This design comes from an exercise in tuning for small area on the open sky130 flow, not from production work. RTL that was checked went through simulation tests only; none was proved equivalent to the original. The RTL of runs 2 to 7 was laid out without a check of its function. Power figures rest on the tool's default switching activity, not on a simulated workload.

`flow/design.v`:
```
`timescale 1ns / 1ps
module tele(
    input clk,
    input rst,
    input startCall,
    input answerCall,
    input endCallCaller,
    input endCallCallee,
    input sendCharCaller,
    input sendCharCallee,
    input [7:0] charSent,
    output reg [63:0] statusMsg,
    output reg [63:0] sentMsg,
	 output reg [15:0] cost
    );
parameter	IDLE 			= 3'b 000;
parameter	RINGING 		= 3'b 001;
parameter	REJECTED 	= 3'b 010;
parameter	CALLER_SEND = 3'b 011;
parameter	CALLEE_SEND = 3'b 100;
parameter	COST 			= 3'b 101;
reg [2:0] current_state;							
reg [2:0] next_state;
reg counter_enable;
reg [5:0] counter;
reg [1:0] constant;
reg msg_enabler;
always @(posedge clk or posedge rst)
begin
	if(rst)
		current_state <= IDLE;
	else
		current_state <= next_state;
end
always @(posedge clk)
begin
	if(counter_enable)
		counter <= counter + 1;
	else
		counter <= 0;
end
always @*
begin
	case(current_state)
	IDLE:
	begin
		counter_enable = 0;
		if(startCall)
			next_state = RINGING;
		else 
			next_state = IDLE;
	end
	RINGING:
	begin
		counter_enable = 1;
		if(endCallCaller | counter == 9)
		begin
			next_state = IDLE;
			counter_enable = 0;
		end
		else if(endCallCallee)
		begin
			next_state = REJECTED;
			counter_enable = 0;
		end
		else if(answerCall)
		begin
			next_state = CALLER_SEND;
			counter_enable = 0;
		end	
		else
		begin
			next_state = RINGING;
		end
	end
	REJECTED:
	begin
		counter_enable = 1;
		if(counter == 9)
			next_state = IDLE;
		else 
			next_state = REJECTED;
	end
	CALLER_SEND:
	begin
		counter_enable = 0;
		if(endCallCallee | endCallCaller)
			next_state = COST;
		else if(sendCharCaller & charSent == 8'd127)
			next_state = CALLEE_SEND;
		else
			next_state = CALLER_SEND;
	end
	CALLEE_SEND:
	begin
		counter_enable = 0;
		if(endCallCallee | endCallCaller)
			next_state = COST;
		else if(sendCharCallee & charSent == 8'd127)
			next_state = CALLER_SEND;
		else
			next_state = CALLEE_SEND;
	end
	COST:
	begin
		counter_enable = 1;
		if(counter == 4)
		begin
			next_state = IDLE;
			counter_enable = 0;
		end
		else 
			next_state = COST;
	end
	default:
	begin
		counter_enable = 0;
		next_state = IDLE;
	end
	endcase
end
always @*
begin
	constant = 0;
	case(current_state)
	IDLE:
	begin
		statusMsg = "IDLE    ";
		msg_enabler = 0;
	end
	RINGING:
	begin
		statusMsg = "RINGING ";
				msg_enabler = 0;
	end
	REJECTED:
	begin
		statusMsg = "REJECTED";
		msg_enabler = 0;
	end
	CALLER_SEND:
	begin
		statusMsg = "CALLER  ";
		msg_enabler = 0;
		if(sendCharCaller)
		begin
			if((charSent >= 8'd48) & (charSent <= 8'd57))
				constant = 1;
			else if(((charSent >= 8'd32) & (charSent <= 8'd47)) | ((charSent >= 8'd58) & (charSent <= 8'd127)))
				constant = 2;
			else 
				constant = 0;
		end
		else
		begin
			constant = 0;
		end
	end
	CALLEE_SEND:
	begin
		statusMsg = "CALLEE  ";
		msg_enabler = 0;
		if(sendCharCallee)
		begin
			if((charSent >= 8'd48) & (charSent <= 8'd57))
				constant = 1;
			else if(((charSent >= 8'd32) & (charSent <= 8'd47)) | ((charSent >= 8'd58) & (charSent <= 8'd127)))
				constant = 2;
			else 
				constant = 0;
		end
		else
		begin
			constant = 0;
		end
	end
	COST:
	begin
		statusMsg = "COST    ";
		msg_enabler = 1;
	end
	default:
	begin
		statusMsg = "IDLE    ";
		msg_enabler = 0;
	end
	endcase
end
always @(posedge clk or posedge rst)
begin
	if(rst)
	begin
		cost <= 0;
		sentMsg <= 0;
	end
	else
	begin
			if(msg_enabler == 0) begin
				cost <= cost + constant;
				if(constant ==1 | constant == 2)
					sentMsg <= {sentMsg[56-1:0], charSent};
				else
					sentMsg <= sentMsg;
			end
			else
			begin
				if ((cost & 8'h0F) < 10)
					sentMsg[7:0]   <=(cost & 8'h0F) +48;
				else
					sentMsg[7:0]   <=((cost & 8'h0F)  - 10) +65;
				if (((cost >> 4)  & 8'h0F) < 10)
					sentMsg[15:8]   <=((cost >> 4) & 8'h0F) +48;
				else
					sentMsg[15:8]   <=(((cost >> 4) & 8'h0F)  - 10) +65;
				if (((cost >> 8)  & 8'h0F) < 10)
					sentMsg[23:16]   <=((cost >> 8) & 8'h0F) +48;
				else
					sentMsg[23:16]   <=(((cost >> 8) & 8'h0F)  - 10) +65;
				if (((cost >> 12)  & 8'h0F) < 10)
					sentMsg[31:24]   <=((cost >> 12) & 8'h0F) +48;
				else
					sentMsg[31:24]   <=(((cost >> 12) & 8'h0F)  - 10) +65;
				if (((cost >> 16)  & 8'h0F) < 10)
					sentMsg[39:32]   <=((cost >> 16) & 8'h0F) +48;
				else
					sentMsg[39:32]   <=(((cost >> 16) & 8'h0F)  - 10) +65;
				if (((cost >> 20)  & 8'h0F) < 10)
					sentMsg[47:40]   <=((cost >> 20) & 8'h0F) +48;
				else
					sentMsg[47:40]   <=(((cost >> 20) & 8'h0F)  - 10) +65;
				if (((cost >> 24)  & 8'h0F) < 10)
					sentMsg[55:48]   <=((cost >> 24) & 8'h0F) +48;
				else
					sentMsg[55:48]   <=(((cost >> 24) & 8'h0F)  - 10) +65;
				if (((cost >> 28)  & 8'h0F) < 10)
					sentMsg[63:56]   <=((cost >> 28) & 8'h0F) +48;
				else
					sentMsg[63:56]   <=(((cost >> 28) & 8'h0F)  - 10) +65;
			end
	end
end
endmodule
```
`flow/run.sh`:
```
#!/bin/bash
# synth_recipe.tcl (not shown) runs the flow's synth.tcl, then flattens the netlist and writes it again
# the make line also repeats each setting of config.mk as NAME=value (left out here)
make -C /OpenROAD-flow-scripts/flow DESIGN_CONFIG=/design/flow/config.mk WORK_HOME=/design/flow/orfs CLKGATE_MAP_FILE= SYNTH_SCRIPT=/design/flow/synth_recipe.tcl finish
```
`flow/config.mk`:
```
export PLATFORM = sky130hd
export DESIGN_NAME = tele
export DESIGN_NICKNAME = tele
export VERILOG_FILES = /design/flow/design.v
export SDC_FILE = /design/flow/constraint.sdc
export NUM_CORES = 4
export LEC_CHECK = 0
export CAP_MARGIN = 20
export CORE_AREA = 5 5 105 105
export DIE_AREA = 0 0 110 110
export SLEW_MARGIN = 20
```
`flow/constraint.sdc`:
```
create_clock -name core_clock -period 5.0 [get_ports {clk}]
set_input_delay 1.0000 -clock core_clock [delete_from_list [all_inputs] [get_ports {clk}]]
set_output_delay 1.0000 -clock core_clock [all_outputs]
set_load 0.01 [all_outputs]
```
==> results of run 1 <==
worst reg2reg max path, cell delays in order, from the launching register on:
cell and delay, ns:
dfrtp_1 0.56, nand4bb_2 0.41, a21oi_1 0.31, nand2_1 0.15
nor3_1 0.21, ha_1 0.19, inv_1 0.05, fa_1 0.39
nand3b_1 0.20, nor4_1 0.42, nand2_1 0.12, xnor2_1 0.13
kinds of logic (layout without fill, tap and decap cells):
logic type                 after synthesis  after routing  synth area share
AOI/OAI and AO/OA                      115            115            0.1327
xor gates and xnor gates                30             30           0.05047
adders and majority gates               28             28           0.06873
buffers and inverters                  102            178            0.1120
DFF                                     89             89            0.4220
muxes                                    4              4          0.007691
other                                    2             26          0.001442
and+or+nand+nor                        225            225            0.2050
power by group through the flow:
| stage | clock [µW] | sequential, µW | combinational (µW) |
|---|---|---|---|
| floorplan | 0 | 1180 | 883 |
| global placement | 0 | 1170 | 1700 |
| detailed placement | 0 | 1180 | 1720 |
| CTS | 575 | 1160 | 1730 |
| global route | 605 | 1200 | 1850 |
| finish | 566 | 1160 | 1710 |
worst paths after layout:
path                                           end  depth (start not counted)
min in group asynchronous  sentMsg[29]$_DFFE_PP0P_                          2
max reg2reg                   cost[14]$_DFFE_PP0N_                         11
min                          counter[0]$_SDFF_PN0_                          1
min reg2reg                  counter[0]$_SDFF_PN0_                          1
max                           cost[14]$_DFFE_PP0N_                         12
max in group asynchronous   sentMsg[4]$_DFFE_PP0P_                          3
state kept, by name, summed over array words and instances (netlist names):
name and cells:
cost 16, counter 6, current_state 3, sentMsg 64
per-stage QoR:
step                        util  power [µW]  cells  instance area, µm²  hold slack (ns)
after global placement    0.6494        2869    812                6347           0.4659
after CTS                 0.6722        3470    828                6570           0.5027
final                     0.6722        3437    828                6570           0.4932
after global routing      0.6722        3652    828                6570           0.5352
after floorplan                -        2066    619                5296           0.4446
after detailed placement  0.6494        2900    812                6347           0.4823
synthesized netlist by cell type, types with 4 or more instances:
master / instances / area share
xor2_1: 9 / 0.015
inv_1: 23 / 0.017
o211ai_1: 10 / 0.014
a21oi_1: 70 / 0.067
buf_2: 19 / 0.018
ha_1: 27 / 0.065
nand3b_1: 5 / 0.0072
dfxtp_1: 6 / 0.023
nand3_1: 30 / 0.029
mux2i_1: 4 / 0.0077
and3_1: 7 / 0.0084
o32ai_1: 4 / 0.0067
dfrtp_1: 83 / 0.40
nand4_1: 6 / 0.0072
o21ai_0: 12 / 0.012
clkbuf_1: 13 / 0.0094
buf_4: 45 / 0.065
nor3_1: 8 / 0.0077
nand2_1: 119 / 0.086
xnor2_1: 21 / 0.035
nor2_1: 28 / 0.020
area by class of cell:
type	count	share of cell area
clock inverter	2	0.009141
sequential	89	0.3344
tap	133	0.02533
inverter	24	0.01390
multi-input combinational	428	0.3841
clock buffer	14	0.02476
timing repair buffer	138	0.2083
metal layers:
metal	part of all wire	wire length [µm]	track usage
met1	0.43	5610	0.2854
met2	0.49	6437	0.3731
met3	0.059	766	0.03378
met4	0.018	236	0.08192
met5	0	0	0
==> flow_summary.ini, run 1 <==
[timing]
post-route-min-period_ns = 3.658
hold_viol_final = 0
finalSetupViolCount = 0
setup_slack_ns = 1.342
setup_tns_ns = 0
rsz0062_at_grt = false
fin_skew_ns = 0.007865
max-slew-margin-rel = 0.3821
fmax_mhz = 273.4
worst_pin_slew_ns = 0.9269
period_share = 0.7316
final_max_slew_viol_count = 0

[grt]
grt_usage = 0.2204
grt_overflow = 0
antenna_found_initial = 0
grt_start_max_net_pins = 54
grt_pass1_vias = 4202
grt_first_pass_wirelength_mm = 20.93

[synth]
ys.flop_type = dfrtp_1
synth_cell_type_count = 56
synth_seq_cells = 89
synth_edf_count = 0
async_reset_ff_frac = 0.9326
seq_area_frac_synth = 0.4220
synthCells = 595
synth_area_um2 = 5206
syn_area_per_cell_um2 = 8.750
synth_warnings = 1

[cells_and_area]
layout.cells.most_common_list = clkdlybuf4s50_1, nand2_1, dfrtp_1
area_delta_synth_final_pct = 26.20
seq_area_um2 = 2197
drive_gt1_frac = 0.04460
antenna_cells = 0
final_common_cell = clkdlybuf4s50_1
nNetsFinal = 734
multiInputGateArea_um2 = 2524
fill_cells = 841

[clocking]
clock_path_buffers = 2
clk-insertion-delay-late_ns = 0.36
cts_hold_buffers = 0
cts-root-buf = clkbuf_8
clk_pin_slew_ns = 0.09
cts.sinks = 89
cts_tree = yes
cts_buffers = 9
h-tree-depth = 3
cts_setup_buffers = 0
cts_resized = 0

[power]
p_comb_frac = 0.497
pwr_density_cell_nw_per_um2 = 523.1
power_switching_uw = 1292
max-vdd-ir-drop_v = 0.0003055
p_int_uw = 2145
leakage_uw = 0.002870
seq_power_share = 0.339
clkPwrFrac = 0.165
switching_share = 0.3758

[worst_setup_path]
rrSetupSlack_ns = 1.75
max_stage_delay_ns = 0.58
crit_type = input port to flip-flop
crit_chain = clkdlybuf4s50_1 -> nand4b_4 -> a21oi_1 -> nand2_1 -> nor3_1 -> ha_1 -> inv_1 -> fa_1 -> nand3b_1 -> nor4_1 -> nand2_1 -> xnor2_1
crit_required_ns = 5.25
cp-startpoint = sendCharCaller
critPathBufInv = 2
crit_arrival_ns = 3.90
crit_top_cell = nand2_1
crit_fanout = 4
crit_family = simple AND/OR/NAND/NOR gates
start_kind = input port
rr_startpoint = current_state[0]$_DFF_PP0_
crit_path_top_delay_cell = clkdlybuf4s50_1
endpoint_kind = flip-flop

[placement]
gp_congestion = 0.8587
dp_slack_ns = 0.9662
dp_hpwl_mm = 9.338
io_buffer_count = 133

[outcome]
outcome = timing/DRC/antenna clean

[detailed_routing]
viasPerCell = 5.291
ant_nets = 0
routed_wl_mm = 13.05
avgRoutedWirePerCell_um = 15.76
route.detailed.drc = 0
vias = 4381
drt_iter0_markers = 194
drtPass1Iterations = 4

[floorplan]
die_y_um = 110
die_w_um = 110
start_util = 0.5326
io-pin-count = 160
coreArea_um2 = 9774
row_count = 36
dieArea_um2 = 12100

[flow_run]
drv_cap = 0

[worst_hold_path]
hold_class = flip-flop to flip-flop
min_from = counter[0]$_SDFF_PN0_
==> inputs of run 2 (changes only) <==
==> flow/design.v (replaced) <==
`timescale 1ns / 1ps
module tele(
    input clk,
    input rst,
    input startCall,
    input answerCall,
    input endCallCaller,
    input endCallCallee,
    input sendCharCaller,
    input sendCharCallee,
    input [7:0] charSent,
    output [63:0] statusMsg,
    output [63:0] sentMsg,
    output [15:0] cost
    );
reg s0, s1, s2;
reg [3:0] cnt;
reg [15:0] cost_r;
reg [55:0] msg;      
wire idle   = ~s2 & ~s0;
wire ring   = s2 & s1;
wire rej    = ~s2 & s1;
wire talk   = s0 & ~s1;           
wire callee = s2 & s0 & ~s1;
wire caller = ~s2 & s0 & ~s1;
wire cst    = s2 & ~s0;
wire valid = ~charSent[7] & (charSent[6] | charSent[5]);
wire digit = ~charSent[7] & ~charSent[6] & charSent[5] & charSent[4] &
             (~charSent[3] | (~charSent[2] & ~charSent[1]));
wire is127 = (charSent == 8'd127);
wire sendok = talk & (s2 ? sendCharCallee : sendCharCaller);
wire shift  = sendok & valid;
wire inc1   = sendok & digit;             
wire inc2   = shift & ~digit;             
wire hangup = endCallCaller | endCallCallee;
wire cnt9 = cnt[3] & cnt[0];
wire cnt4 = cnt[2];
reg n0, n1, n2;
always @* begin
    n0 = s0; n1 = s1; n2 = s2;
    if (idle) begin
        if (startCall) begin n0 = 1; n1 = 1; n2 = 1; end
    end else if (ring) begin
        if (endCallCaller | cnt9) begin n0 = 0; n1 = 0; n2 = 0; end
        else if (endCallCallee) begin n0 = 1; n1 = 1; n2 = 0; end
        else if (answerCall) begin n0 = 1; n1 = 0; n2 = 0; end
    end else if (rej) begin
        if (cnt9) begin n0 = 0; n1 = 0; n2 = 0; end
    end else if (talk) begin
        if (hangup) begin n0 = 0; n1 = 0; n2 = 1; end
        else if (sendok & is127) n2 = ~s2;
    end else begin  
        if (cnt4) begin n0 = 0; n1 = 0; n2 = 0; end
    end
end
always @(posedge clk or posedge rst)
    if (rst) begin
        s0 <= 1'b0; s1 <= 1'b0; s2 <= 1'b0;
    end else begin
        s0 <= n0; s1 <= n1; s2 <= n2;
    end
wire cnt_run = (ring & ~endCallCallee) | rej | cst;
wire [3:0] cnt_inc = {cnt[3] ^ (cnt[2] & cnt[1] & cnt[0]),
                      cnt[2] ^ (cnt[1] & cnt[0]),
                      cnt[1] ^ cnt[0],
                      ~cnt[0]};
always @(posedge clk)
    cnt <= cnt_run ? cnt_inc : 4'd0;
wire [16:0] cy;
assign cy[1] = inc2 | (inc1 & cost_r[0]);
genvar gi;
generate
    for (gi = 1; gi < 16; gi = gi + 1) begin : g_cy
        assign cy[gi+1] = cy[gi] & cost_r[gi];
    end
endgenerate
wire [15:0] cost_n;
assign cost_n[0] = cost_r[0] ^ inc1;
assign cost_n[15:1] = cost_r[15:1] ^ cy[15:1];
function [6:0] hex7;
    input [3:0] n;
    reg ge10;
    begin
        ge10 = n[3] & (n[2] | n[1]);
        hex7 = ge10 ? {3'b100, n + 4'd7} : {3'b011, n};
    end
endfunction
wire [27:0] hexlo = {hex7(cost_r[15:12]), hex7(cost_r[11:8]),
                     hex7(cost_r[7:4]), hex7(cost_r[3:0])};
wire [27:0] hexhi = {4{7'h30}};
wire hold = ~(shift | cst);
wire [55:0] msg_n = ({56{shift}} & {msg[48:0], charSent[6:0]}) |
                    ({56{cst}}   & {hexhi, hexlo}) |
                    ({56{hold}}  & msg);
always @(posedge clk or posedge rst)
    if (rst) begin
        cost_r <= 16'd0;
        msg <= 56'd0;
    end else begin
        cost_r <= cost_n;
        msg <= msg_n;
    end
assign cost = cost_r;
genvar gb;
generate
    for (gb = 0; gb < 8; gb = gb + 1) begin : g_msg
        assign sentMsg[8*gb+7]   = 1'b0;
        assign sentMsg[8*gb+6:8*gb] = msg[7*gb+6:7*gb];
    end
endgenerate
reg [63:0] st;
always @* begin
    if (idle)        st = "IDLE    ";
    else if (ring)   st = "RINGING ";
    else if (rej)    st = "REJECTED";
    else if (caller) st = "CALLER  ";
    else if (callee) st = "CALLEE  ";
    else             st = "COST    ";
end
assign statusMsg = st;
endmodule
==> flow_summary.ini, run 2 <==
[outcome]
outcome = timing/DRC/antenna clean

[power]
power_switching_uw = 1051
switching_share = 0.3862
leakage_uw = 0.002429
clkPwrFrac = 0.179
seq_power_share = 0.342
p_int_uw = 1670
pwr_density_cell_nw_per_um2 = 509.4
max-vdd-ir-drop_v = 0.0002540
p_comb_frac = 0.479

[timing]
post-route-min-period_ns = 4.675
fmax_mhz = 213.9
final_max_slew_viol_count = 0
hold_viol_final = 0
worst_pin_slew_ns = 0.9911
rsz0062_at_grt = false
finalSetupViolCount = 0
max-slew-margin-rel = 0.3385
period_share = 0.9351
fin_skew_ns = 0.01243

[clocking]
clock_path_buffers = 2
cts_buffers = 9
clk_pin_slew_ns = 0.09
clk-insertion-delay-late_ns = 0.34
cts_setup_buffers = 0
h-tree-depth = 3
cts_tree = yes
cts_hold_buffers = 0
cts_resized = 0
cts-root-buf = clkbuf_8
cts.sinks = 79

[cells_and_area]
drive_gt1_frac = 0.05587
antenna_cells = 0
final_cells = 670
fin_util = 0.5463
final_common_cell = clkdlybuf4s50_1
largest_register_ffs = 56
area_delta_synth_final_pct = 32.71
fill_cells = 937
top_register = msg
largest_registers = msg: 56 flops, cost_r: 16 flops, cnt: 4 flops
nNetsFinal = 568
layout.cells.most_common_list = clkdlybuf4s50_1, nand2_1, dfrtp_1

[detailed_routing]
viasPerCell = 4.845
vias = 3246
route.detailed.drc = 0
avgRoutedWirePerCell_um = 15.53
drt_iter0_markers = 163
drtPass1Iterations = 5
ant_nets = 0
routed_wl_mm = 10.41

[worst_setup_path]
rr_startpoint = s2$_DFFE_PP0P_
r2r_end = cost_r[15]$_DFF_PP0_
endpoint_kind = flip-flop
rrSetupSlack_ns = 0.69
critPathCapture = cost_r[15]$_DFF_PP0_
crit_fanout = 4
critPathBufInv = 1
max_stage_delay_ns = 0.41
cp_num_cells = 20
crit_top_cell = ha_1
crit_type = input port to flip-flop
crit_arrival_ns = 4.91
crit_family = adder cells
start_kind = input port
crit_chain = clkdlybuf4s50_1 -> mux2i_2 -> nor3b_1 -> ha_1 -> o21bai_1 -> ha_1 -> ha_1 -> ha_1 -> ha_1 -> ha_1 -> ha_1 -> ha_1 -> ha_1 -> ha_1 -> ha_1 -> ha_1 -> ha_1 -> ha_1 -> ha_1 -> xor2_1
crit_required_ns = 5.23
crit_path_top_delay_cell = clkdlybuf4s50_1
cp-startpoint = sendCharCallee
r2r_cells = 19

[floorplan]
io-pin-count = 160
dieArea_um2 = 12100
start_util = 0.4117
row_count = 36
die_w_um = 110
die_y_um = 110
coreArea_um2 = 9774

[grt]
grt_overflow = 0
grt_usage = 0.1724
grt_first_pass_wirelength_mm = 16.21
antenna_found_initial = 0
grt_start_max_net_pins = 75
grt_pass1_vias = 3132

[placement]
io_buffer_count = 125
dp_cells = 654
dp_hpwl_mm = 7.593
gp_congestion = 0.8540

[synth]
synth_cell_type_count = 38
synth_area_um2 = 4024
synth_top_area_frac = 0.4664
synth_edf_count = 0
async_reset_ff_frac = 0.9494
synth_seq_cells = 79
seq_area_frac_synth = 0.4863
yosysTopAreaCell = dfrtp_1
synth_top_cells_by_count = nand2_1, dfrtp_1, buf_4
yosys-top-cells-area = dfrtp_1, buf_4, nand2_1
ys.flop_type = dfrtp_1
synth_warnings = 1
yosysMostFrequentCell = nand2_1
syn_area_per_cell_um2 = 9.446
synthCells = 426

[worst_hold_path]
hold_class = flip-flop to flip-flop

[flow_run]
drv_cap = 0
run 2: changes by cell type after synthesis, sizes merged, moves of 7 or more:
| cell | delta |
|---|---|
| a21oi | -56 |
| a221o | +14 |
| dfrtp | -8 |
| ha | -7 |
| nand2 | -31 |
| nand3 | -18 |
| o211ai | -8 |
| o21ai | +21 |
| xnor2 | -16 |
| xor2 | -7 |
run 2: cell families after synthesis:
group | share of synthesized area
muxes | 0.006218
DFF | 0.4863
and+or+nand+nor | 0.1465
adders and majority gates | 0.06219
xor gates and xnor gates | 0.01524
AOI/OAI and AO/OA | 0.1399
other | 0.001866
buffers and inverters | 0.1418
run 2: power by group through the flow:
stage / registers (µW) / clock network, µW / logic (µW)
global placement: 939 / 0 / 1310
finish: 930 / 487 / 1300
detailed placement: 942 / 0 / 1310
global route: 955 / 532 / 1420
floorplan: 937 / 0 / 714
CTS: 932 / 499 / 1320
run 2: routing by layer:
| layer | vias to the layer above | global-route usage | wire length (µm) |
|---|---|---|---|
| li1 | 1562 | - | - |
| met1 | 1544 | 0.2437 | 4469 |
| met2 | 128 | 0.2643 | 5033 |
| met3 | 12 | 0.03262 | 753 |
| met4 | 0 | 0.06144 | 152 |
| met5 | - | 0 | 0 |
run 2: final cells by class:
type / count / area [µm²] / area share
Inverter: 23 / 87.58 / 0.01640
Sequential cell: 79 / 1957 / 0.3664
Tap cell: 133 / 166.4 / 0.03116
Multi-Input combinational cell: 287 / 1619 / 0.3032
Clock inverter: 6 / 68.82 / 0.01289
Timing Repair Buffer: 132 / 1304 / 0.2441
Clock buffer: 10 / 137.6 / 0.02577
run 2: how the worst min path moves through the flow:
stage	startpoint	to	slack (ns)	cells past startpoint
final	msg[54]$_DFF_PP0_	msg[54]$_DFF_PP0_	0.50	2
after CTS	msg[54]$_DFF_PP0_	msg[54]$_DFF_PP0_	0.51	2
after global routing	cnt[0]$_SDFF_PN0_	cnt[0]$_SDFF_PN0_	0.53	1
after global placement	cnt[0]$_SDFF_PN0_	cnt[0]$_SDFF_PN0_	0.47	1
after floorplan	cnt[0]$_SDFF_PN0_	cnt[0]$_SDFF_PN0_	0.44	1
after detailed placement	msg[54]$_DFF_PP0_	msg[54]$_DFF_PP0_	0.48	2
run 2: metrics by stage:
| step | cell area [µm²] | setup TNS (ns) | hold slack [ns] | setup WS, ns | power, µW |
|---|---|---|---|---|---|
| after floorplan | 4144 | 0 | 0.4414 | 0.5635 | 1651 |
| after global placement | 5134 | 0 | 0.4709 | 0.02270 | 2246 |
| after detailed placement | 5134 | -0.03791 | 0.4842 | -0.03791 | 2255 |
| after CTS | 5340 | 0 | 0.5069 | 0.3409 | 2752 |
| after global routing | 5340 | 0 | 0.5347 | 0.1971 | 2909 |
| final | 5340 | 0 | 0.5007 | 0.3247 | 2720 |
run 2: worst register-to-register path, delay by kind of cell (launching register included):
| family | cells | cell delay (ns) |
|---|---|---|
| muxes | 1 | 0.48 |
| adders and majority gates | 15 | 2.73 |
| AOI/OAI and AO/OA | 1 | 0.15 |
| xor gates and xnor gates | 1 | 0.13 |
| and+or+nand+nor | 1 | 0.11 |
| DFF | 1 | 0.60 |
==> inputs of run 3 (changes only) <==
==> flow/flow/run.sh (new file) <==
#!/bin/bash
# Standard ORFS layout, with the smallest buffer on every port and a clock
# tree built from small clock buffers without dummy loads.
set -euo pipefail
export BUFFER_PORTS_ARGS="-buffer_cell sky130_fd_sc_hd__buf_1"
export CTS_ARGS="-sink_clustering_enable -repair_clock_nets -dont_use_dummy_load -buf_list {sky130_fd_sc_hd__clkbuf_2 sky130_fd_sc_hd__clkbuf_4 sky130_fd_sc_hd__clkbuf_8}"
bash standard.sh > make_flow.log 2>&1
==> flow/standard.sh (new file) <==
#!/bin/bash
# synth_recipe.tcl (not shown) runs the flow's synth.tcl, then flattens the netlist and writes it again
# the make line also repeats each setting of config.mk as NAME=value (left out here)
make -C /OpenROAD-flow-scripts/flow DESIGN_CONFIG=/design/flow/config.mk WORK_HOME=/design/flow/orfs CLKGATE_MAP_FILE= SYNTH_SCRIPT=/design/flow/synth_recipe.tcl "${@:-finish}"
removed: flow/run.sh
==> flow_summary.ini, run 3 <==
[outcome]
outcome = timing/DRC/antenna clean

[worst_setup_path]
crit_family = adder cells
endpoint_kind = flip-flop
crit_required_ns = 5.21
crit_top_cell = ha_1
start_kind = input port
rrSetupSlack_ns = 0.72
r2r_end = cost_r[15]$_DFF_PP0_
critPathBufInv = 1
crit_chain = buf_1 -> nand3b_1 -> nor3_1 -> nor3b_1 -> ha_1 -> o21bai_1 -> ha_1 -> ha_1 -> ha_1 -> ha_1 -> ha_1 -> ha_1 -> ha_1 -> ha_1 -> ha_1 -> ha_1 -> ha_1 -> ha_1 -> ha_1 -> ha_1 -> xor2_1
crit_arrival_ns = 4.55
r2r_cells = 19
crit_type = input port to flip-flop
crit_fanout = 3
max_stage_delay_ns = 0.19
crit_path_top_delay_cell = ha_1
rr_startpoint = s2$_DFFE_PP0P_

[cells_and_area]
nNetsFinal = 564
antenna_cells = 0
largest_register_ffs = 56
top_register = msg
fill_cells = 989
final_common_cell = buf_1
drive_gt1_frac = 0.03612
layout.cells.most_common_list = buf_1, nand2_1, dfrtp_1
area_delta_synth_final_pct = 10.60
largest_registers = msg: 56 flops, cost_r: 16 flops, cnt: 4 flops

[timing]
worst_pin_slew_ns = 0.9715
finalSetupViolCount = 0
max-slew-margin-rel = 0.3524
setup_tns_ns = 0
final_max_slew_viol_count = 0
fmax_mhz = 230.5
fin_skew_ns = 0.01748
hold_viol_final = 0
rsz0062_at_grt = false
post-route-min-period_ns = 4.338
period_share = 0.8676

[synth]
yosysMostFrequentCell = nand2_1
async_reset_ff_frac = 0.9494
synth_edf_count = 0
synth_cell_type_count = 38
synth_top_cells_by_count = nand2_1, dfrtp_1, buf_4
ys.flop_type = dfrtp_1
synth_top_area_frac = 0.4664
yosysTopAreaCell = dfrtp_1
yosys-top-cells-area = dfrtp_1, buf_4, nand2_1
seq_area_frac_synth = 0.4863
synthCells = 426
synth_area_um2 = 4024
syn_area_per_cell_um2 = 9.446
synth_seq_cells = 79
synth_warnings = 1

[floorplan]
start_util = 0.4117
die_y_um = 110
io-pin-count = 160
row_count = 36
dieArea_um2 = 12100
coreArea_um2 = 9774
die_w_um = 110

[detailed_routing]
routed_wl_mm = 9.484
route.detailed.drc = 0
drt_iter0_markers = 216
avgRoutedWirePerCell_um = 14.39
viasPerCell = 4.813
drtPass1Iterations = 5
vias = 3172
ant_nets = 0

[flow_run]
drv_cap = 0

[clocking]
clk-insertion-delay-late_ns = 0.33
cts_resized = 0
cts_hold_buffers = 0
cts_setup_buffers = 0
cts.sinks = 79
cts-root-buf = clkbuf_8
clock_path_buffers = 2
cts_buffers = 9
h-tree-depth = 3
clk_pin_slew_ns = 0.06
cts_tree = yes

[grt]
grt_start_max_net_pins = 75
grt_overflow = 0
grt_usage = 0.1577
grt_pass1_vias = 2964
met3_usage = 0.03902
grt_use_met2 = 0.2418
antenna_found_initial = 0
grt_most_used_layer = met2
use_met1 = 0.2183
grt_first_pass_wirelength_mm = 14.83

[power]
clkPwrFrac = 0.160
power_switching_uw = 977.3
leakage_uw = 0.002059
power_uw = 2216
switching_share = 0.4411
max-vdd-ir-drop_v = 0.0002624
pwr_density_cell_nw_per_um2 = 497.8
p_comb_frac = 0.421
p_int_uw = 1238
seq_power_share = 0.418

[worst_hold_path]
min_to = cnt[0]$_SDFF_PN0_
hold_class = flip-flop to flip-flop
min_from = cnt[0]$_SDFF_PN0_
holdPathStages = 1

[placement]
io_buffer_count = 125
dp_hpwl_mm = 6.894
gp_congestion = 0.7934
run 3: changes by cell type in the layout (fill, tap and decap cells not counted), sizes merged:
| cell | delta |
|---|---|
| clkdlybuf4s50 | -125 |
| inv | -1 |
| clkbuf | -1 |
| clkinv | -3 |
| bufinv | -1 |
| clkinvlp | -1 |
| buf | +121 |
run 3: kinds of logic (layout without fill, tap and decap cells):
family / after synthesis / count (layout) / synth area share
flops: 79 / 79 / 0.4863
fa+ha+maj: 20 / 20 / 0.06219
compound gates: 85 / 85 / 0.1399
xor+xnor: 7 / 7 / 0.01524
buf+inv: 92 / 160 / 0.1418
simple gates: 139 / 139 / 0.1465
other cells: 2 / 34 / 0.001866
mux: 2 / 2 / 0.006218
run 3: layer usage:
metal	part of all wire	routed length, µm	vias to the layer above
met5	0	0	-
met2	0.47	4493	125
met4	0.015	138	0
li1	-	-	1549
met1	0.44	4168	1485
met3	0.072	684	13
run 3: through the flow:
stage               instance area [µm²]  utilization  cells  hold slack, ns  setup slack (ns)
CTS                                4446       0.4548    659          0.4870            0.6630
global route                       4451       0.4553    659          0.5215            0.5063
finish                             4451       0.4553    659          0.4898            0.6622
global placement                   4322       0.4421    650          0.4631            0.3718
detailed placement                 4322       0.4421    650          0.4718            0.3003
floorplan                          4144            -    458          0.4414            0.5635
run 3: cell type report:
class	instances	area, µm²	area share
repair buffers	128	491.7	0.1105
clock buffers	9	123.9	0.02783
flip-flops and latches	79	1957	0.4397
well taps	133	166.4	0.03739
multi-input cells	287	1624	0.3649
inverters	23	87.58	0.01968
run 3: power by group through the flow:
stage / combinational [µW] / sequential (µW) / clock, µW
after global placement: 938 / 934 / 0
after floorplan: 714 / 937 / 0
after CTS: 947 / 924 / 377
final: 933 / 927 / 355
after global routing: 1050 / 951 / 403
after detailed placement: 943 / 936 / 0
run 3: how the worst max path moves through the flow:
stage / to / from / depth (start not counted) / slack, ns
after detailed placement: cost_r[15]$_DFF_PP0_ / charSent[7] / 21 / 0.30
final: cost_r[15]$_DFF_PP0_ / charSent[7] / 21 / 0.66
after global routing: cost_r[15]$_DFF_PP0_ / charSent[7] / 21 / 0.51
after global placement: cost_r[15]$_DFF_PP0_ / sendCharCallee / 20 / 0.37
after floorplan: cost_r[15]$_DFF_PP0_ / sendCharCallee / 19 / 0.56
after CTS: cost_r[15]$_DFF_PP0_ / charSent[7] / 21 / 0.66
run 3: worst reg2reg max path, delay by kind of cell (launching register included):
kind	cells	cell delay (ns)
and+or+nand+nor	1	0.11
muxes	1	0.47
AOI/OAI and AO/OA	1	0.17
xor gates and xnor gates	1	0.13
adders and majority gates	15	2.70
DFF	1	0.58
==> inputs of run 4 (changes only) <==
--- a/flow/design.v
+++ b/flow/design.v
@@ -82,7 +82,11 @@
     reg ge10;
     begin
         ge10 = n[3] & (n[2] | n[1]);
-        hex7 = ge10 ? {3'b100, n + 4'd7} : {3'b011, n};
+        hex7 = {ge10, ~ge10, ~ge10,
+                n[3] & ~ge10,
+                n[2] & (~n[3] | n[1] | n[0]),
+                n[1] ^ (ge10 & ~n[0]),
+                n[0] ^ ge10};
     end
 endfunction
 wire [27:0] hexlo = {hex7(cost_r[15:12]), hex7(cost_r[11:8]),
==> flow/flow/run.sh (replaced) <==
#!/bin/bash
# The standard ORFS layout (the standard.sh) with these changes:
#  - synthesis maps the logic with an area-oriented ABC script (flow/abc_area.script);
#    the rest of the synthesis, and so every register, is as in the standard one
#  - every port gets the smallest buffer (buf_1)
#  - the clock tree is built from small clock buffers, without dummy loads
#  - constant outputs share their tie cells
# Each step's full output is in orfs/logs/; make's own output in make_flow.log.
set -euo pipefail
here=$(pwd)
rm -rf "$here/scripts"
cp -r "$FLOW_HOME/scripts" "$here/scripts"
cp "$here/flow/abc_area.script" "$here/scripts/abc_area.script"
cp "$here/flow/abc_area.script" "$here/scripts/abc_speed.script"
export SCRIPTS_DIR="$here/scripts"
export BUFFER_PORTS_ARGS="-buffer_cell sky130_fd_sc_hd__buf_1"
export CTS_ARGS="-sink_clustering_enable -repair_clock_nets -dont_use_dummy_load -buf_list {sky130_fd_sc_hd__clkbuf_4}"
export SKIP_REPAIR_TIE_FANOUT=1
bash standard.sh > make_flow.log 2>&1
==> flow/flow/abc_area.script (new file) <==
strash
&get -n
&st
&dch -f
&nf -a -R 1000
&put
==> flow_summary.ini, run 4 <==
[cells_and_area]
final_cells = 547
antenna_cells = 0
layout.cells.most_common_list = buf_1, dfrtp_1, nor2_1
top_register = msg
largest_register_ffs = 56
drive_gt1_frac = 0.03865
nNetsFinal = 452
area_delta_synth_final_pct = 10.37
final_common_cell = buf_1
largest_registers = msg: 56 flops, cost_r: 16 flops, cnt: 4 flops

[timing]
final_max_slew_viol_count = 0
setup_tns_ns = 0
fin_skew_ns = 0.03270
rsz0062_at_grt = false
period_share = 0.8426
hold_viol_final = 0
worst_pin_slew_ns = 0.5762
fmax_mhz = 237.3
finalSetupViolCount = 0
max-slew-margin-rel = 0.6159
post-route-min-period_ns = 4.213
fin_hold_ws_ns = 0.5002
setup_slack_ns = 0.7868

[power]
clkPwrFrac = 0.131
max-vdd-ir-drop_v = 0.0002154
switching_share = 0.4399
pwr_density_cell_nw_per_um2 = 504.6
p_comb_frac = 0.434
power_switching_uw = 904.8
leakage_uw = 0.001828
seq_power_share = 0.435
p_int_uw = 1152

[synth]
yosys-top-cells-area = dfrtp_1, buf_4, ha_1
yosysTopAreaCell = dfrtp_1
synth_top_area_frac = 0.5081
synth_seq_cells = 79
ys.flop_type = dfrtp_1
synth_top_cells_by_count = dfrtp_1, buf_4, nor2_1
synth_edf_count = 0
synthCells = 328
synth_area_um2 = 3694
async_reset_ff_frac = 0.9494
seq_area_frac_synth = 0.5298
yosysMostFrequentCell = dfrtp_1
synth_cell_type_count = 33
synth_warnings = 1
syn_area_per_cell_um2 = 11.26

[outcome]
outcome = timing/DRC/antenna clean

[placement]
dp_cells = 537
gp_congestion = 0.7892
dp_hpwl_mm = 6.237
dp_slack_ns = 0.3254
io_buffer_count = 125

[detailed_routing]
ant_nets = 0
drt_iter0_markers = 178
avgRoutedWirePerCell_um = 15.94
route.detailed.drc = 0
drtPass1Iterations = 4
viasPerCell = 5.113
routed_wl_mm = 8.720
vias = 2797

[worst_hold_path]
hold_class = flip-flop to flip-flop

[grt]
grt_pass1_vias = 2739
grt_overflow = 0
grt_start_max_net_pins = 50
antenna_found_initial = 0
grt_usage = 0.1474
grt_first_pass_wirelength_mm = 13.87

[worst_setup_path]
crit_path_top_delay_cell = o211ai_1
endpoint_kind = flip-flop
crit_chain = buf_1 -> o211ai_1 -> nor2_1 -> ha_1 -> a21o_1 -> ha_1 -> ha_1 -> ha_1 -> ha_1 -> ha_1 -> ha_1 -> ha_1 -> ha_1 -> ha_1 -> ha_1 -> ha_1 -> ha_1 -> ha_1 -> ha_1 -> xor2_1
start_kind = input port
crit_required_ns = 5.30
crit_type = input port to flip-flop
crit_arrival_ns = 4.52
crit_top_cell = ha_1
max_stage_delay_ns = 0.37
crit_fanout = 4

[clocking]
cts_hold_buffers = 0
h-tree-depth = 3
clock_path_buffers = 2
clk-insertion-delay-late_ns = 0.41
cts_resized = 0
cts_tree = yes
cts.sinks = 79
cts_setup_buffers = 0
cts_buffers = 9
cts-root-buf = clkbuf_4
clk_pin_slew_ns = 0.13

[floorplan]
coreArea_um2 = 9774
die_y_um = 110
start_util = 0.3779
io-pin-count = 160
dieArea_um2 = 12100
row_count = 36
die_w_um = 110

[flow_run]
drv_cap = 0
run 4: layout make-up:
cell class,count,area [µm²]
Tap cell,133,166.4
Clock buffer,9,67.56
Fill cell,1009,5698
Sequential cell,79,1957
Multi-Input combinational cell,182,1309
Timing Repair Buffer,129,519.2
Inverter,15,57.56
run 4: metrics by stage:
stage / power, µW / cell area, µm² / utilization
6_report: 2057 / 4076 / 0.4171
2_1_floorplan: 1522 / 3705 / -
5_1_grt: 2232 / 4076 / 0.4171
3_3_place_gp: 1769 / 3981 / 0.4073
4_1_cts: 2061 / 4049 / 0.4142
3_5_place_dp: 1785 / 3981 / 0.4073
run 4: logic make-up after synthesis:
logic type               after synthesis  synth area share
XOR/XNOR                               3          0.007115
multiplexers                           1          0.003049
AND/OR/NAND/NOR                       71           0.08333
adder cells (fa/ha/maj)               20           0.06775
AO/OA/AOI/OAI                         85            0.1860
other                                  2          0.002033
flip-flops                            79            0.5298
buffers and inverters                 67            0.1209
run 4: worst max-delay path: cells and delay by family:
family	cells	cell delay, ns
adder cells (fa/ha/maj)	15	2.68
AO/OA/AOI/OAI	2	0.53
XOR/XNOR	1	0.14
AND/OR/NAND/NOR	1	0.11
buffers and inverters	1	0.07
run 4: final timing paths:
kind | endpoint | slack, ns | from | cells past startpoint
setup / recovery | cost_r[15]$_DFF_PP0_ | 0.79 | sendCharCaller | 20
hold / removal | msg[54]$_DFF_PP0_ | 0.50 | msg[54]$_DFF_PP0_ | 1
setup reg to reg | cost_r[15]$_DFF_PP0_ | 0.85 | s2$_DFFE_PP0P_ | 19
hold reg to reg | msg[54]$_DFF_PP0_ | 0.50 | msg[54]$_DFF_PP0_ | 1
max in group asynchronous | cost_r[0]$_DFF_PP0_ | 3.43 | rst | 3
min in group asynchronous | msg[49]$_DFF_PP0_ | 0.56 | rst | 2
run 4: routing by layer:
layer / global-route usage / vias to the layer above / share of wire
li1: - / 1318 / -
met1: 0.1972 / 1371 / 0.44
met2: 0.2335 / 96 / 0.48
met3: 0.03262 / 12 / 0.065
met4: 0.05610 / 0 / 0.015
met5: 0 / - / 0
run 4: power by group through the flow:
stage | Combinational, µW | Clock [µW] | Sequential, µW
2_1_floorplan | 604 | 0 | 917
3_3_place_gp | 866 | 0 | 903
6_report | 892 | 270 | 894
4_1_cts | 879 | 287 | 895
5_1_grt | 1000 | 313 | 914
3_5_place_dp | 878 | 0 | 907
==> inputs of run 5 (changes only) <==
--- a/flow/flow/run.sh
+++ b/flow/flow/run.sh
@@ -14,6 +14,6 @@
 cp "$here/flow/abc_area.script" "$here/scripts/abc_speed.script"
 export SCRIPTS_DIR="$here/scripts"
 export BUFFER_PORTS_ARGS="-buffer_cell sky130_fd_sc_hd__buf_1"
-export CTS_ARGS="-sink_clustering_enable -repair_clock_nets -dont_use_dummy_load -buf_list {sky130_fd_sc_hd__clkbuf_4}"
+export CTS_ARGS="-sink_clustering_enable -repair_clock_nets -dont_use_dummy_load -buf_list {sky130_fd_sc_hd__clkbuf_4 sky130_fd_sc_hd__clkbuf_8}"
 export SKIP_REPAIR_TIE_FANOUT=1
 bash standard.sh > make_flow.log 2>&1
--- a/flow/config.mk
+++ b/flow/config.mk
@@ -6,6 +6,6 @@
 export NUM_CORES = 4
 export LEC_CHECK = 0
 export CAP_MARGIN = 20
-export CORE_AREA = 5 5 105 105
-export DIE_AREA = 0 0 110 110
+export CORE_AREA = 5 5 85 85
+export DIE_AREA = 0 0 90 90
 export SLEW_MARGIN = 20
==> flow_summary.ini, run 5 <==
[timing]
worst_pin_slew_ns = 0.9104
post-route-min-period_ns = 4.286
max-slew-margin-rel = 0.3931
fin_skew_ns = 0.02192
finalSetupViolCount = 0
fmax_mhz = 233.3
hold_viol_final = 0
setup_tns_ns = 0
rsz0062_at_grt = false
final_max_slew_viol_count = 0
period_share = 0.8573

[clocking]
cts_buffers = 9
clk-insertion-delay-late_ns = 0.34
cts_tree = yes
clock_path_buffers = 2
cts-root-buf = clkbuf_8
clk_pin_slew_ns = 0.07
cts_resized = 0
cts_hold_buffers = 0
cts_setup_buffers = 0
h-tree-depth = 3
cts.sinks = 79

[worst_setup_path]
crit_type = input port to flip-flop
endpoint_kind = flip-flop
crit_fanout = 4
crit_arrival_ns = 4.50
crit_required_ns = 5.21
start_kind = input port

[power]
power_uw = 2128
leakage_uw = 0.001848
max-vdd-ir-drop_v = 0.0004094
pwr_density_cell_nw_per_um2 = 524.8

[synth]
yosys-top-cells-area = dfrtp_1, buf_4, ha_1
yosysTopAreaCell = dfrtp_1
seq_area_frac_synth = 0.5298
synth_cell_type_count = 33
async_reset_ff_frac = 0.9494
synth_area_um2 = 3694
synth_top_cells_by_count = dfrtp_1, buf_4, nor2_1
syn_area_per_cell_um2 = 11.26
synth_edf_count = 0
synth_top_area_frac = 0.5081
ys.flop_type = dfrtp_1
synth_warnings = 1
synth_seq_cells = 79
synthCells = 328
yosysMostFrequentCell = dfrtp_1

[cells_and_area]
top_register = msg
drive_gt1_frac = 0.03865
layout.cells.most_common_list = buf_1, dfrtp_1, nor2_1
nNetsFinal = 452
final_common_cell = buf_1
antenna_cells = 0
largest_register_ffs = 56
area_delta_synth_final_pct = 9.790
fill_cells = 560
largest_registers = msg: 56 flops, cost_r: 16 flops, cnt: 4 flops

[placement]
io_buffer_count = 125
dp_hpwl_mm = 5.880
gp_congestion = 0.7982

[worst_hold_path]
hold_class = flip-flop to flip-flop

[detailed_routing]
viasPerCell = 5.727
drtPass1Iterations = 4
drt_iter0_markers = 121
vias = 2812
avgRoutedWirePerCell_um = 16.96
route.detailed.drc = 0
routed_wl_mm = 8.327
ant_nets = 0

[outcome]
outcome = timing/DRC/antenna clean

[floorplan]
die_w_um = 90
row_count = 29
die_y_um = 90
dieArea_um2 = 8100
coreArea_um2 = 6277
io-pin-count = 160
start_util = 0.5884

[flow_run]
drv_cap = 0

[grt]
antenna_found_initial = 0
grt_start_max_net_pins = 76
grt_usage = 0.2050
grt_first_pass_wirelength_mm = 13.84
grt_overflow = 0
grt_pass1_vias = 2686
-- run 5: cell type report --
class | instances | area [µm²] | area share
Inverter | 15 | 57.56 | 0.01419
Tap cell | 77 | 96.34 | 0.02376
Multi-Input combinational cell | 182 | 1309 | 0.3227
Sequential cell | 79 | 1957 | 0.4826
Timing Repair Buffer | 129 | 511.7 | 0.1262
Clock buffer | 9 | 123.9 | 0.03055
-- run 5: critical path, stage by stage --
cell and delay (ns):
buf_1 0.07, o211ai_1 0.35, nor2_1 0.10, ha_1 0.20, a21o_1 0.16, ha_1 0.18
ha_1 0.18, ha_1 0.17, ha_1 0.18, ha_1 0.18, ha_1 0.18, ha_1 0.18
ha_1 0.18, ha_1 0.18, ha_1 0.18, ha_1 0.17, ha_1 0.18, ha_1 0.18
ha_1 0.18, xor2_1 0.13
-- run 5: final timing paths --
kind / cells past startpoint / from / endpoint / slack [ns]
max in group asynchronous: 3 / rst / cost_r[0]$_DFF_PP0_ / 3.48
hold / removal: 1 / cnt[0]$_SDFF_PN0_ / cnt[0]$_SDFF_PN0_ / 0.49
setup / recovery: 20 / sendCharCaller / cost_r[15]$_DFF_PP0_ / 0.71
hold reg to reg: 1 / cnt[0]$_SDFF_PN0_ / cnt[0]$_SDFF_PN0_ / 0.49
min in group asynchronous: 3 / rst / msg[40]$_DFF_PP0_ / 0.90
setup reg to reg: 19 / s2$_DFFE_PP0P_ / cost_r[15]$_DFF_PP0_ / 0.86
-- run 5: cells by family (layout without fill, tap and decap cells) --
| group | after synthesis | after routing | share of synthesized area |
|---|---|---|---|
| AO/OA/AOI/OAI | 85 | 85 | 0.1860 |
| XOR/XNOR | 3 | 3 | 0.007115 |
| adder cells (fa/ha/maj) | 20 | 20 | 0.06775 |
| buffers and inverters | 67 | 153 | 0.1209 |
| flip-flops | 79 | 79 | 0.5298 |
| multiplexers | 1 | 1 | 0.003049 |
| other | 2 | 2 | 0.002033 |
| AND/OR/NAND/NOR | 71 | 71 | 0.08333 |
-- run 5: where the power goes --
part           internal (µW)  switching [µW]  total [µW]
Sequential               761             132         893
Clock                    161             189         350
Combinational            302             583         885
-- run 5: routing by layer --
metal	GRT usage	vias to the layer above	routed length (µm)
li1	-	1308	-
met5	0	-	0
met2	0.3177	98	3971
met3	0.04508	10	606
met1	0.2800	1396	3599
met4	0.08437	0	149
-- run 5: per-stage QoR --
| stage | hold WS, ns | cells | setup slack [ns] | util | cell area [µm²] |
|---|---|---|---|---|---|
| 5_1_grt | 0.5061 | 491 | 0.5217 | 0.6460 | 4055 |
| 2_1_floorplan | 0.4415 | 328 | 0.4989 | - | 3705 |
| 3_5_place_dp | 0.4742 | 481 | 0.3245 | 0.6231 | 3911 |
| 3_3_place_gp | 0.4663 | 481 | 0.4062 | 0.6231 | 3911 |
| 4_1_cts | 0.4893 | 490 | 0.6924 | 0.6428 | 4035 |
| 6_report | 0.4868 | 491 | 0.7137 | 0.6460 | 4055 |
==> inputs of run 6 (changes only) <==
--- a/flow/flow/run.sh
+++ b/flow/flow/run.sh
@@ -14,6 +14,6 @@
 cp "$here/flow/abc_area.script" "$here/scripts/abc_speed.script"
 export SCRIPTS_DIR="$here/scripts"
 export BUFFER_PORTS_ARGS="-buffer_cell sky130_fd_sc_hd__buf_1"
-export CTS_ARGS="-sink_clustering_enable -repair_clock_nets -dont_use_dummy_load -buf_list {sky130_fd_sc_hd__clkbuf_4 sky130_fd_sc_hd__clkbuf_8}"
+export CTS_ARGS="-sink_clustering_enable -repair_clock_nets -dont_use_dummy_load -buf_list {sky130_fd_sc_hd__clkbuf_16} -sink_clustering_size 40 -sink_clustering_max_diameter 200"
 export SKIP_REPAIR_TIE_FANOUT=1
 bash standard.sh > make_flow.log 2>&1
==> flow_summary.ini, run 6 <==
[cells_and_area]
final_cells = 491
layout.cells.most_common_list = buf_1, dfrtp_1, nor2_1
fin_area_um2 = 4156
nNetsFinal = 452
area_delta_synth_final_pct = 12.53
drive_gt1_frac = 0.03865
multiInputGateArea_um2 = 1309
antenna_cells = 0
seq_area_um2 = 1957
largest_registers = msg: 56 flops, cost_r: 16 flops, cnt: 4 flops
fin_util = 0.6621
fill_cells = 547
final_common_cell = buf_1
largest_register_ffs = 56
top_register = msg

[synth]
synth_top_cells_by_count = dfrtp_1, buf_4, nor2_1
synth_seq_cells = 79
synth_edf_count = 0
seq_area_frac_synth = 0.5298
synth_cell_type_count = 33
synthCells = 328
synth_warnings = 1
yosys-top-cells-area = dfrtp_1, buf_4, ha_1
yosysMostFrequentCell = dfrtp_1
synth_top_area_frac = 0.5081
syn_area_per_cell_um2 = 11.26
async_reset_ff_frac = 0.9494
synth_area_um2 = 3694
yosysTopAreaCell = dfrtp_1
ys.flop_type = dfrtp_1

[timing]
hold_viol_final = 0
rsz0062_at_grt = false
worst_pin_slew_ns = 0.9211
setup_slack_ns = 0.7062
period_share = 0.8588
finalSetupViolCount = 0
post-route-min-period_ns = 4.294
fin_skew_ns = 0.01411
max-slew-margin-rel = 0.3859
setup_tns_ns = 0
final_max_slew_viol_count = 0
fmax_mhz = 232.9

[worst_setup_path]
crit_path_top_delay_cell = o211ai_1
max_stage_delay_ns = 0.35
crit_chain = buf_1 -> o211ai_1 -> nor2_1 -> ha_1 -> a21o_1 -> ha_1 -> ha_1 -> ha_1 -> ha_1 -> ha_1 -> ha_1 -> ha_1 -> ha_1 -> ha_1 -> ha_1 -> ha_1 -> ha_1 -> ha_1 -> ha_1 -> xor2_1
endpoint_kind = flip-flop
r2r_cells = 19
start_kind = input port
crit_required_ns = 5.20
rrSetupSlack_ns = 0.87
rr_startpoint = s2$_DFFE_PP0P_
crit_arrival_ns = 4.50
r2r_end = cost_r[15]$_DFF_PP0_
crit_fanout = 4
crit_type = input port to flip-flop
crit_top_cell = ha_1

[floorplan]
die_y_um = 90
die_w_um = 90
coreArea_um2 = 6277
dieArea_um2 = 8100
row_count = 29
start_util = 0.5884
io-pin-count = 160

[power]
leakage_uw = 0.001894
max-vdd-ir-drop_v = 0.0005065
pwr_density_cell_nw_per_um2 = 555.3

[worst_hold_path]
min_to = cnt[0]$_SDFF_PN0_
min_from = cnt[0]$_SDFF_PN0_
holdPathStages = 1
hold_class = flip-flop to flip-flop

[grt]
antenna_found_initial = 0
grt_start_max_net_pins = 76
grt_usage = 0.2078
grt_pass1_vias = 2727
grt_overflow = 0
grt_first_pass_wirelength_mm = 13.94

[detailed_routing]
viasPerCell = 5.713
routed_wl_mm = 8.443
avgRoutedWirePerCell_um = 17.20
route.detailed.drc = 0
ant_nets = 0
drtPass1Iterations = 4
vias = 2805
drt_iter0_markers = 95

[clocking]
cts.sinks = 79
cts-root-buf = clkbuf_16
clk-insertion-delay-late_ns = 0.33
cts_resized = 0
h-tree-depth = 3
cts_hold_buffers = 0
clk_pin_slew_ns = 0.05
cts_tree = yes
cts_buffers = 9
clock_path_buffers = 2
cts_setup_buffers = 0

[placement]
gp_congestion = 0.7982
io_buffer_count = 125
dp_slack_ns = 0.3245
dp_cells = 481
post_dp_cell_area_um2 = 3911
dp_hpwl_mm = 5.880

[outcome]
outcome = timing/DRC/antenna clean

[flow_run]
drv_cap = 0
==> run 6: cell families (layout without fill, tap and decap cells) <==
family / after synthesis / after routing / share of synthesized area
AO/OA/AOI/OAI: 85 / 85 / 0.1860
flip-flops: 79 / 79 / 0.5298
AND/OR/NAND/NOR: 71 / 71 / 0.08333
buffers and inverters: 67 / 153 / 0.1209
adder cells (fa/ha/maj): 20 / 20 / 0.06775
XOR/XNOR: 3 / 3 / 0.007115
other: 2 / 2 / 0.002033
multiplexers: 1 / 1 / 0.003049
==> run 6: metrics by stage <==
step	hold slack (ns)	total power, µW
6_report	0.4828	2308
5_1_grt	0.5005	2463
4_1_cts	0.4871	2310
3_5_place_dp	0.4742	1776
3_3_place_gp	0.4663	1761
2_1_floorplan	0.4415	1522
==> run 6: worst max-delay path: cells and delay by family <==
kind	cells	cell delay, ns
buffers and inverters	1	0.07
AOI/OAI and AO/OA	2	0.51
and+or+nand+nor	1	0.10
adders and majority gates	15	2.70
xor gates and xnor gates	1	0.13
==> run 6: report_power, final <==
group | switching (µW) | total, µW | leakage (µW) | internal [µW]
clock network | 212 | 527 | 0.000111 | 315
registers | 133 | 895 | 0.00100 | 762
logic | 584 | 886 | 0.000782 | 302
==> run 6: cell type report <==
class,count,share of cell area
timing repair buffer,129,0.1231
sequential,79,0.4708
tap,77,0.02318
inverter,15,0.01385
multi-input combinational,182,0.3149
clock buffer,9,0.05418
==> run 6: how the worst max path moves through the flow <==
stage                           endpoint  slack [ns]      startpoint  cells past startpoint
global placement    cost_r[15]$_DFF_PP0_        0.41  sendCharCaller                     20
global route        cost_r[15]$_DFF_PP0_        0.50  sendCharCaller                     20
finish              cost_r[15]$_DFF_PP0_        0.71  sendCharCaller                     20
floorplan           cost_r[15]$_DFF_PP0_        0.50  sendCharCallee                     19
detailed placement  cost_r[15]$_DFF_PP0_        0.32  sendCharCaller                     20
CTS                 cost_r[15]$_DFF_PP0_        0.67  sendCharCaller                     20
==> run 6: routing by layer <==
| metal | track usage | wire length (µm) | up-vias |
|---|---|---|---|
| met2 | 0.3256 | 4061 | 96 |
| li1 | - | - | 1308 |
| met5 | 0 | 0 | - |
| met4 | 0.09057 | 163 | 0 |
| met3 | 0.04841 | 580 | 12 |
| met1 | 0.2765 | 3637 | 1389 |
==> inputs of run 7 (changes only) <==
--- a/flow/flow/run.sh
+++ b/flow/flow/run.sh
@@ -14,6 +14,6 @@
 cp "$here/flow/abc_area.script" "$here/scripts/abc_speed.script"
 export SCRIPTS_DIR="$here/scripts"
 export BUFFER_PORTS_ARGS="-buffer_cell sky130_fd_sc_hd__buf_1"
-export CTS_ARGS="-sink_clustering_enable -repair_clock_nets -dont_use_dummy_load -buf_list {sky130_fd_sc_hd__clkbuf_16} -sink_clustering_size 40 -sink_clustering_max_diameter 200"
+export CTS_ARGS="-sink_clustering_enable -repair_clock_nets -dont_use_dummy_load -root_buf sky130_fd_sc_hd__clkbuf_8 -buf_list {sky130_fd_sc_hd__clkbuf_4}"
 export SKIP_REPAIR_TIE_FANOUT=1
 bash standard.sh > make_flow.log 2>&1
--- a/flow/config.mk
+++ b/flow/config.mk
@@ -6,6 +6,6 @@
 export NUM_CORES = 4
 export LEC_CHECK = 0
 export CAP_MARGIN = 20
-export CORE_AREA = 5 5 85 85
-export DIE_AREA = 0 0 90 90
+export CORE_AREA = 5 5 105 105
+export DIE_AREA = 0 0 110 110
 export SLEW_MARGIN = 20
==> flow_summary.ini, run 7 <==
[outcome]
outcome = timing/DRC/antenna clean

[cells_and_area]
final_common_cell = buf_1
fin_util = 0.4228
largest_register_ffs = 56
area_delta_synth_final_pct = 11.89
largest_registers = msg: 56 flops, cost_r: 16 flops, cnt: 4 flops
layout.cells.most_common_list = buf_1, dfrtp_1, nor2_1
drive_gt1_frac = 0.03865
top_register = msg
nNetsFinal = 452
antenna_cells = 0
fill_cells = 1007
seq_area_um2 = 1957
multiInputGateArea_um2 = 1309

[worst_setup_path]
endpoint_kind = flip-flop
r2r_cells = 19
crit_required_ns = 5.22
rrSetupSlack_ns = 0.84
crit_type = input port to flip-flop
start_kind = input port
crit_fanout = 4
crit_arrival_ns = 4.51
rr_startpoint = s2$_DFFE_PP0P_
r2r_end = cost_r[15]$_DFF_PP0_

[clocking]
cts_setup_buffers = 0
clock_path_buffers = 2
cts_hold_buffers = 0
cts_buffers = 9
clk-insertion-delay-late_ns = 0.34
cts_resized = 0
clk_pin_slew_ns = 0.08
cts_tree = yes
cts.sinks = 79
h-tree-depth = 3
cts-root-buf = clkbuf_8

[detailed_routing]
routed_wl_mm = 8.787
drt_iter0_markers = 146
viasPerCell = 5.108
vias = 2794
avgRoutedWirePerCell_um = 16.06
drtPass1Iterations = 6
ant_nets = 0
route.detailed.drc = 0

[synth]
ys.flop_type = dfrtp_1
synth_xor_area_frac = 0.007114
synthAdderAreaFrac = 0.06775
synth_area_um2 = 3694
syn_area_per_cell_um2 = 11.26
synthCells = 328
synth.mux.area_fraction = 0.003049
yosysMostFrequentCell = dfrtp_1
synth_top_family_by_area = compound AO/OA/AOI/OAI gates
synth_cell_type_count = 33
synth_top_cells_by_count = dfrtp_1, buf_4, nor2_1
synth_compound_area_frac = 0.1860
synth_warnings = 1
synth_top_area_frac = 0.5081
yosysTopAreaCell = dfrtp_1
yosys.area_share.simple = 0.08333
synth_seq_cells = 79
synth_edf_count = 0
yosys-top-cells-area = dfrtp_1, buf_4, ha_1
async_reset_ff_frac = 0.9494
seq_area_frac_synth = 0.5298

[placement]
dp_slack_ns = 0.3254
dp_hpwl_mm = 6.237
gp_congestion = 0.7892
io_buffer_count = 125

[grt]
grt_first_pass_wirelength_mm = 13.88
grt_overflow = 0
grt_start_max_net_pins = 50
antenna_found_initial = 0
grt_pass1_vias = 2738
grt_usage = 0.1473

[timing]
worst_pin_slew_ns = 0.5906
post-route-min-period_ns = 4.294
setup_tns_ns = 0
fin_skew_ns = 0.01793
max-slew-margin-rel = 0.6063
hold_viol_final = 0
rsz0062_at_grt = false
period_share = 0.8588
finalSetupViolCount = 0
fmax_mhz = 232.9
final_max_slew_viol_count = 0
setup_slack_ns = 0.7058

[power]
max-vdd-ir-drop_v = 0.0002162
power_uw = 2146
leakage_uw = 0.001852
pwr_density_cell_nw_per_um2 = 519.3

[worst_hold_path]
hold_class = flip-flop to flip-flop
holdPathStages = 1
min_from = msg[54]$_DFF_PP0_
min_to = msg[54]$_DFF_PP0_

[floorplan]
coreArea_um2 = 9774
start_util = 0.3779
dieArea_um2 = 12100
row_count = 36
die_w_um = 110
io-pin-count = 160
die_y_um = 110

[flow_run]
drv_cap = 0
==> run 7: cell types whose count changed in the layout (fill, tap and decap cells not counted) <==
cell / change
buf_16: +1
clkbuf_16: -9
clkbuf_8: +9
buf_12: -1
==> run 7: metal layers <==
metal  share of wire  track usage
met3           0.054      0.03436
met2            0.48       0.2348
met5               0            0
met4           0.010      0.05076
met1            0.46       0.1969
==> run 7: cell type report <==
cell class	count	share of cell area
sequential	79	0.4735
tap	133	0.04027
timing repair buffer	129	0.1256
multi-input combinational	182	0.3167
clock buffer	9	0.02997
inverter	15	0.01393
==> run 7: metrics by stage <==
step | hold WS [ns] | cell area [µm²] | cells
3_5_place_dp | 0.4762 | 3981 | 537
3_3_place_gp | 0.4696 | 3981 | 537
5_1_grt | 0.5171 | 4133 | 547
2_1_floorplan | 0.4415 | 3705 | 328
4_1_cts | 0.4956 | 4105 | 546
6_report | 0.4891 | 4133 | 547
==> run 7: worst max-delay path, stage by stage <==
cell and delay [ns]:
buf_1 0.07, o211ai_1 0.37, nor2_1 0.11, ha_1 0.20
a21o_1 0.16, ha_1 0.18, ha_1 0.18, ha_1 0.17
ha_1 0.17, ha_1 0.18, ha_1 0.17, ha_1 0.18
ha_1 0.18, ha_1 0.18, ha_1 0.18, ha_1 0.17
ha_1 0.18, ha_1 0.18, ha_1 0.18, xor2_1 0.14
==> run 7: worst max path at each step <==
stage | from | to | slack [ns] | depth (start not counted)
after floorplan | sendCharCallee | cost_r[15]$_DFF_PP0_ | 0.50 | 19
after global routing | sendCharCaller | cost_r[15]$_DFF_PP0_ | 0.50 | 20
after CTS | sendCharCaller | cost_r[15]$_DFF_PP0_ | 0.70 | 20
after global placement | sendCharCaller | cost_r[15]$_DFF_PP0_ | 0.40 | 20
final | sendCharCaller | cost_r[15]$_DFF_PP0_ | 0.71 | 20
after detailed placement | sendCharCaller | cost_r[15]$_DFF_PP0_ | 0.33 | 20
==> run 7: cell families after synthesis <==
group                      count (synthesis)
AOI/OAI and AO/OA                         85
DFF                                       79
and+or+nand+nor                           71
buffers and inverters                     67
adders and majority gates                 20
xor gates and xnor gates                   3
other                                      2
muxes                                      1
==> run 7: power by group <==
group / internal (µW) / switching, µW
logic: 309 / 584
clock network: 161 / 196
registers: 761 / 136

## separate check: timing with driven ports
Ports are ideal in the flow. The routed layouts listed here were re-timed in OpenROAD.
Step 1 (the two cells are an assumption about what drives the block):
set clk [get_ports {clk}]
set_driving_cell -lib_cell sky130_fd_sc_hd__clkbuf_16 $clk
set_driving_cell -lib_cell sky130_fd_sc_hd__buf_2 [delete_from_list [all_inputs] $clk]
Step 2 times the ports against the registers' clock, not the clock port: input delays grow and output delays shrink by t, the midpoint of the rising clock arrivals with the driver on.
a / b / c = ideal / step 1 / step 2; a / b = the first two.
run | t, ns | setup WS [ns] | hold WS [ns] | worst register clock-pin slew, ns | pins driven straight from the clock port
run 1 | 0.392 | 1.342 / 1.328 / 0.937 | 0.493 / 0.493 / 0.493 | 0.09 / 0.09 | 1
run 2 | 0.366 | 0.325 / 0.334 / -0.033 | 0.501 / 0.501 / 0.501 | 0.09 / 0.09 | 1
run 3 | 0.358 | 0.662 / 0.670 / 0.312 | 0.490 / 0.490 / 0.490 | 0.08 / 0.08 | 1
run 4 | 0.424 | 0.787 / 0.793 / 0.369 | 0.500 / 0.500 / 0.500 | 0.13 / 0.13 | 1
run 5 | 0.358 | 0.714 / 0.723 / 0.364 | 0.487 / 0.487 / 0.487 | 0.09 / 0.09 | 1
run 6 | 0.354 | 0.706 / 0.720 / 0.366 | 0.483 / 0.483 / 0.483 | 0.06 / 0.06 | 1
run 7 | 0.356 | 0.706 / 0.714 / 0.358 | 0.489 / 0.489 / 0.489 | 0.08 / 0.08 | 1
With both steps, setup timing fails in run 2, where it was met with ideal ports. The setup slack of run 4, which loses most, moves by +0.006 ns with the drivers and by -0.418 ns with both steps.
